What follows belongs to an exercise in optimizing a design on an open flow for small area; a production flow would make more cautious choices.
In this exercise RTL edits were held to simulation tests only and were not proved equivalent to the original.
No activity file was given, so power comes from the tool's default toggle rates.

v6:
==> flow/design.v <==
`timescale 1ns / 1ps
module spi_master (
    input  logic        clk,
    input  logic        rst_n,
    input  logic        start,
    input  logic [7:0]  tx_data,
    output logic [7:0]  rx_bits,    
    output logic        rx_load,    
    output logic        busy,
    output logic        done,
    output logic        sclk,
    output logic        mosi,
    input  logic        miso,
    output logic        cs_n
);
    localparam logic [6:0] CNT0 = 7'd26;
    logic [1:0] st;
    logic [6:0] cnt;      
    logic       sclk_q;
    logic [2:0] bit_cnt;
    logic [6:0] sr;
    wire idle   = ~st[1] & ~st[0];
    wire in_st  = ~st[1] &  st[0];
    wire trans  =  st[1] &  st[0];
    wire sample = ~sclk_q & cnt[1] & ~cnt[3] & cnt[4] & cnt[6];
    wire fall   =  sclk_q & ~cnt[2] & ~cnt[4] & ~cnt[6];
    wire last   = fall & (bit_cnt == 3'd0);
    wire shift  = in_st | (fall & (bit_cnt != 3'd0));
    wire load   = idle & start;
    assign busy    = st[1] | st[0];
    assign cs_n    = ~st[1];
    assign sclk    = sclk_q;
    assign rx_bits = {mosi, sr};
    assign rx_load = st[1] & ~st[0];
    always_ff @(posedge clk or negedge rst_n) begin
        if (!rst_n) begin
            st   <= 2'b00;
            done <= 1'b0;
            mosi <= 1'b0;
            sclk_q <= 1'b0;
        end else begin
            sclk_q <= trans & (sclk_q ? ~fall : sample);
            st[1] <= st[0];
            st[0] <= (~st[1] & (st[0] | start)) | (trans & ~last);
            done  <= st[1] & ~st[0];
            if (shift) mosi <= sr[6];
        end
    end
    wire keep_hi = ~load & ~shift;
    wire keep_lo = ~load & ~sample;
    spi_shreg #(.W(6)) u_sr_hi (.clk(clk), .ld(load), .sh(shift),  .keep(keep_hi),
                                .d(tx_data[7:2]), .si(sr[0]), .q(sr[6:1]));
    spi_shreg #(.W(1)) u_sr_lo (.clk(clk), .ld(load), .sh(sample), .keep(keep_lo),
                                .d(tx_data[1]),   .si(miso),  .q(sr[0]));
    always_ff @(posedge clk) begin
        if (trans & ~fall) cnt <= {cnt[5:0], cnt[6] ^ cnt[0]};
        else               cnt <= CNT0;
        if (!trans)    bit_cnt <= 3'd7;
        else if (fall) bit_cnt <= bit_cnt - 3'd1;
    end
endmodule
module spi_shreg #(parameter integer W = 6) (
    input  logic         clk,
    input  logic         ld,
    input  logic         sh,
    input  logic         keep,
    input  logic [W-1:0] d,
    input  logic         si,
    output logic [W-1:0] q
);
    logic [W-1:0] below;
    if (W > 1) begin : g_below
        assign below = {q[W-2:0], si};
    end else begin : g_below1
        assign below = si;
    end
    always_ff @(posedge clk) q <= ({W{ld}} & d) | ({W{sh}} & below) | ({W{keep}} & q);
endmodule
`timescale 1ns / 1ps
module spi_ip #
(
    parameter integer C_S_AXI_DATA_WIDTH = 32,
    parameter integer C_S_AXI_ADDR_WIDTH = 4
)
(
    input  logic                                s_axi_aclk,
    input  logic                                s_axi_aresetn,
    input  logic [C_S_AXI_ADDR_WIDTH-1 : 0]     s_axi_awaddr,
    input  logic [2 : 0]                        s_axi_awprot,
    input  logic                                s_axi_awvalid,
    output logic                                s_axi_awready,
    input  logic [C_S_AXI_DATA_WIDTH-1 : 0]     s_axi_wdata,
    input  logic [(C_S_AXI_DATA_WIDTH/8)-1 : 0] s_axi_wstrb,
    input  logic                                s_axi_wvalid,
    output logic                                s_axi_wready,
    output logic [1 : 0]                        s_axi_bresp,
    output logic                                s_axi_bvalid,
    input  logic                                s_axi_bready,
    input  logic [C_S_AXI_ADDR_WIDTH-1 : 0]     s_axi_araddr,
    input  logic [2 : 0]                        s_axi_arprot,
    input  logic                                s_axi_arvalid,
    output logic                                s_axi_arready,
    output logic [C_S_AXI_DATA_WIDTH-1 : 0]     s_axi_rdata,
    output logic [1 : 0]                        s_axi_rresp,
    output logic                                s_axi_rvalid,
    input  logic                                s_axi_rready,
    output logic                                spi_sclk,
    output logic                                spi_mosi,
    input  logic                                spi_miso,
    output logic                                spi_cs_n
);
    logic [31:0] reg_ctrl;
    logic [31:0] reg_tx;
    logic [7:0]  reg_rx;
    logic axi_ready_w, axi_bvalid, axi_arready, axi_rvalid;
    logic        rd_ctrl, rd_tx;
    logic [7:0]  rd_lo;
    logic [7:0]  rx_bits;
    logic        rx_load, spi_busy, spi_done;
    spi_master u_spi_master (
        .clk     (s_axi_aclk),
        .rst_n   (s_axi_aresetn),
        .start   (reg_ctrl[0]),
        .tx_data (reg_tx[7:0]),
        .rx_bits (rx_bits),
        .rx_load (rx_load),
        .busy    (spi_busy),
        .done    (spi_done),
        .sclk    (spi_sclk),
        .mosi    (spi_mosi),
        .miso    (spi_miso),
        .cs_n    (spi_cs_n)
    );
    assign s_axi_awready = axi_ready_w;
    assign s_axi_wready  = axi_ready_w;
    assign s_axi_bvalid  = axi_bvalid;
    assign s_axi_bresp   = 2'b00;
    assign s_axi_arready = axi_arready;
    assign s_axi_rvalid  = axi_rvalid;
    assign s_axi_rresp   = 2'b00;
    assign s_axi_rdata   = ({32{rd_ctrl}} & reg_ctrl) | ({32{rd_tx}} & reg_tx) | {24'b0, rd_lo};
    wire rstn   = s_axi_aresetn;
    wire aw_go  = rstn & ~axi_ready_w & s_axi_awvalid & s_axi_wvalid;
    wire cap    = ~axi_rvalid;
    wire cap_st = cap & (s_axi_araddr[3:2] == 2'b01);
    wire cap_rx = cap & (s_axi_araddr[3:2] == 2'b11);
    wire wr_c   = rstn & axi_ready_w & (s_axi_awaddr[3:2] == 2'b00);
    wire wr_t   = rstn & axi_ready_w & (s_axi_awaddr[3:2] == 2'b10);
    wire keep_c = rstn & ~wr_c;
    wire keep_t = rstn & ~wr_t;
    spi_reg #(.W(32)) u_ctrl (.clk(s_axi_aclk), .ld(wr_c), .keep(keep_c), .d(s_axi_wdata), .q(reg_ctrl));
    wire ld_rx   = rstn & rx_load;
    wire keep_rx = rstn & ~rx_load;
    spi_reg #(.W(8))  u_rx   (.clk(s_axi_aclk), .ld(ld_rx), .keep(keep_rx), .d(rx_bits), .q(reg_rx));
    spi_reg #(.W(6))  u_rdlo (.clk(s_axi_aclk), .ld(cap_rx), .keep(axi_rvalid), .d(reg_rx[7:2]), .q(rd_lo[7:2]));
    spi_reg #(.W(32)) u_tx   (.clk(s_axi_aclk), .ld(wr_t), .keep(keep_t), .d(s_axi_wdata), .q(reg_tx));
    always_ff @(posedge s_axi_aclk) begin
        axi_ready_w <= aw_go;
        axi_bvalid  <= rstn & (axi_ready_w | (axi_bvalid & ~s_axi_bready));
        axi_arready <= rstn & ~axi_arready & s_axi_arvalid;
        axi_rvalid  <= rstn & (axi_arready | (axi_rvalid & ~s_axi_rready));
    end
    spi_reg #(.W(2)) u_rdsel (.clk(s_axi_aclk), .ld(cap), .keep(axi_rvalid),
                              .d({s_axi_araddr[3:2] == 2'b10, s_axi_araddr[3:2] == 2'b00}),
                              .q({rd_tx, rd_ctrl}));
    spi_reg2 #(.W(2)) u_rdst (.clk(s_axi_aclk), .ld_a(cap_rx), .ld_b(cap_st), .keep(axi_rvalid),
                              .a(reg_rx[1:0]), .b({spi_done, spi_busy}), .q(rd_lo[1:0]));
endmodule
module spi_reg2 #(parameter integer W = 2) (
    input  logic         clk,
    input  logic         ld_a,
    input  logic         ld_b,
    input  logic         keep,
    input  logic [W-1:0] a,
    input  logic [W-1:0] b,
    output logic [W-1:0] q
);
    always_ff @(posedge clk) q <= ({W{ld_a}} & a) | ({W{ld_b}} & b) | ({W{keep}} & q);
endmodule
module spi_reg #(parameter integer W = 32) (
    input  logic         clk,
    input  logic         ld,
    input  logic         keep,
    input  logic [W-1:0] d,
    output logic [W-1:0] q
);
    always_ff @(posedge clk) q <= ({W{ld}} & d) | ({W{keep}} & q);
endmodule
export LEC_CHECK = 0
export CAP_MARGIN = 20
export CORE_MARGIN = 2
export CORE_UTILIZATION = 40
export SLEW_MARGIN = 20
export SYNTH_HIERARCHICAL = 1
create_clock -name core_clock -period 10.0 [get_ports {s_axi_aclk}]
standard.sh (not shown) runs the stock make flow with config.mk's settings and CLKGATE_MAP_FILE= SYNTH_SCRIPT=/design/flow/synth_recipe.tcl, a recipe that flattens the netlist after the stock synthesis.
==> flow/flow/run.sh <==
#!/bin/bash
# Standard layout (standard.sh, unchanged synthesis), except that the port
# buffers use the smallest buffer cell and clock tree synthesis adds no
# dummy loads. Each step's full log is under orfs/logs; make's own output
# goes to standard.log.
set -euo pipefail
export BUFFER_PORTS_ARGS="-buffer_cell sky130_fd_sc_hd__buf_1"
export CTS_ARGS="-sink_clustering_enable -repair_clock_nets -dont_use_dummy_load"
bash standard.sh > standard.log 2>&1
#### Input delta (v7 over v6)
--- a/flow/design.v
+++ b/flow/design.v
@@ -10,54 +10,51 @@
     output logic        done,
     output logic        sclk,
     output logic        mosi,
     input  logic        miso,
     output logic        cs_n
 );
-    localparam logic [6:0] CNT0 = 7'd26;
     logic [1:0] st;
-    logic [6:0] cnt;      
-    logic       sclk_q;
+    logic [6:0] cnt;
     logic [2:0] bit_cnt;
     logic [6:0] sr;
     wire idle   = ~st[1] & ~st[0];
     wire in_st  = ~st[1] &  st[0];
     wire trans  =  st[1] &  st[0];
-    wire sample = ~sclk_q & cnt[1] & ~cnt[3] & cnt[4] & cnt[6];
-    wire fall   =  sclk_q & ~cnt[2] & ~cnt[4] & ~cnt[6];
+    wire sample = trans & (&cnt[5:0]);
+    wire fall   = trans & (&cnt[6:4]);
     wire last   = fall & (bit_cnt == 3'd0);
-    wire shift  = in_st | (fall & (bit_cnt != 3'd0));
+    wire shift  = fall & (bit_cnt != 3'd0);
     wire load   = idle & start;
     assign busy    = st[1] | st[0];
     assign cs_n    = ~st[1];
-    assign sclk    = sclk_q;
+    assign sclk    = st[1] & cnt[6];
     assign rx_bits = {mosi, sr};
     assign rx_load = st[1] & ~st[0];
     always_ff @(posedge clk or negedge rst_n) begin
         if (!rst_n) begin
             st   <= 2'b00;
             done <= 1'b0;
             mosi <= 1'b0;
-            sclk_q <= 1'b0;
         end else begin
-            sclk_q <= trans & (sclk_q ? ~fall : sample);
             st[1] <= st[0];
             st[0] <= (~st[1] & (st[0] | start)) | (trans & ~last);
             done  <= st[1] & ~st[0];
-            if (shift) mosi <= sr[6];
+            if (in_st)      mosi <= sr[0];
+            else if (shift) mosi <= sr[6];
         end
     end
     wire keep_hi = ~load & ~shift;
     wire keep_lo = ~load & ~sample;
     spi_shreg #(.W(6)) u_sr_hi (.clk(clk), .ld(load), .sh(shift),  .keep(keep_hi),
-                                .d(tx_data[7:2]), .si(sr[0]), .q(sr[6:1]));
+                                .d(tx_data[6:1]), .si(sr[0]), .q(sr[6:1]));
     spi_shreg #(.W(1)) u_sr_lo (.clk(clk), .ld(load), .sh(sample), .keep(keep_lo),
-                                .d(tx_data[1]),   .si(miso),  .q(sr[0]));
+                                .d(tx_data[7]),   .si(miso),  .q(sr[0]));
     always_ff @(posedge clk) begin
-        if (trans & ~fall) cnt <= {cnt[5:0], cnt[6] ^ cnt[0]};
-        else               cnt <= CNT0;
+        if (trans & ~fall) cnt <= cnt + 7'd1;
+        else               cnt <= 7'd13;
         if (!trans)    bit_cnt <= 3'd7;
         else if (fall) bit_cnt <= bit_cnt - 3'd1;
     end
 endmodule
 module spi_shreg #(parameter integer W = 6) (
     input  logic         clk,
@@ -155,30 +152,19 @@
     spi_reg #(.W(6))  u_rdlo (.clk(s_axi_aclk), .ld(cap_rx), .keep(axi_rvalid), .d(reg_rx[7:2]), .q(rd_lo[7:2]));
     spi_reg #(.W(32)) u_tx   (.clk(s_axi_aclk), .ld(wr_t), .keep(keep_t), .d(s_axi_wdata), .q(reg_tx));
     always_ff @(posedge s_axi_aclk) begin
         axi_ready_w <= aw_go;
         axi_bvalid  <= rstn & (axi_ready_w | (axi_bvalid & ~s_axi_bready));
         axi_arready <= rstn & ~axi_arready & s_axi_arvalid;
-        axi_rvalid  <= rstn & (axi_arready | (axi_rvalid & ~s_axi_rready));
+        axi_rvalid  <= rstn & ((axi_arready & s_axi_arvalid & ~axi_rvalid) |
+                               (axi_rvalid & ~s_axi_rready));
+        rd_ctrl <= (axi_rvalid & rd_ctrl) | (cap & (s_axi_araddr[3:2] == 2'b00));
+        rd_tx   <= (axi_rvalid & rd_tx)   | (cap & (s_axi_araddr[3:2] == 2'b10));
+        rd_lo[1:0] <= ({2{axi_rvalid}} & rd_lo[1:0]) | ({2{cap_rx}} & reg_rx[1:0]) |
+                      ({2{cap_st}} & {spi_done, spi_busy});
     end
-    spi_reg #(.W(2)) u_rdsel (.clk(s_axi_aclk), .ld(cap), .keep(axi_rvalid),
-                              .d({s_axi_araddr[3:2] == 2'b10, s_axi_araddr[3:2] == 2'b00}),
-                              .q({rd_tx, rd_ctrl}));
-    spi_reg2 #(.W(2)) u_rdst (.clk(s_axi_aclk), .ld_a(cap_rx), .ld_b(cap_st), .keep(axi_rvalid),
-                              .a(reg_rx[1:0]), .b({spi_done, spi_busy}), .q(rd_lo[1:0]));
-endmodule
-module spi_reg2 #(parameter integer W = 2) (
-    input  logic         clk,
-    input  logic         ld_a,
-    input  logic         ld_b,
-    input  logic         keep,
-    input  logic [W-1:0] a,
-    input  logic [W-1:0] b,
-    output logic [W-1:0] q
-);
-    always_ff @(posedge clk) q <= ({W{ld_a}} & a) | ({W{ld_b}} & b) | ({W{keep}} & q);
 endmodule
 module spi_reg #(parameter integer W = 32) (
     input  logic         clk,
     input  logic         ld,
     input  logic         keep,
     input  logic [W-1:0] d,
Findings:
Compared with v6, v7 shows worst slack on hold paths lower by 0.027 ns. v7: non-clock buffer count is about 1.1% higher than what v6 reported. Minimum clock period after layout was higher in the run labelled v6. Going from v6 to v7, the flip-flop and latch count was found to have gone down by 1. Re count of endpoints failing setup in the final report: no difference whatsoever between v6 and v7. Changes observed in v7 relative to v6: area share of buffers outside the clock network neither gained nor lost much; sequential portion of the cell area lost 0.54 points. Final routed wire length divided by cell count: higher on v6. Re combined global-route utilization of all metal layers: v7 is 0.81 points down on v6. In the flow results for v7 and v6, the post-route standard cell area excluding fillers is larger on v7. In v7 the filler cell count turned out 3.5% higher than in v6. Between v7 and v6, the difference in power dissipated in the clock network is negligible. Going from v6 to v7, the share of cell area taken by multi-input logic gates was found to have gone up by 0.59 points.

## what the ideal ports hide
No port has a modelled driver above. Below, the same layouts with a new extraction and two added sets of constraints.
Step 1 (the two cells are an assumption about what drives the block):
set clk [get_ports {s_axi_aclk}]
set_driving_cell -lib_cell sky130_fd_sc_hd__clkbuf_16 $clk
set_driving_cell -lib_cell sky130_fd_sc_hd__buf_2 [delete_from_list [all_inputs] $clk]
Step 2, shift: input delay + t, output delay - t, t = (earliest + latest rising clock arrival at the registers) / 2. This alone moves slack from input paths to output paths.
Slacks: ideal / step 1 / step 2; pairs: ideal / step 1.
| run | shift t [ns] | slack for setup (ns) | worst data-port slew with drivers (ns) |
|---|---|---|---|
| v6 | 0.374 | 6.249 / 6.215 / 6.334 | 0.05 |
| v7 | 0.378 | 6.319 / 6.288 / 6.445 | 0.05 |
After both steps setup and hold are still met in every run listed.
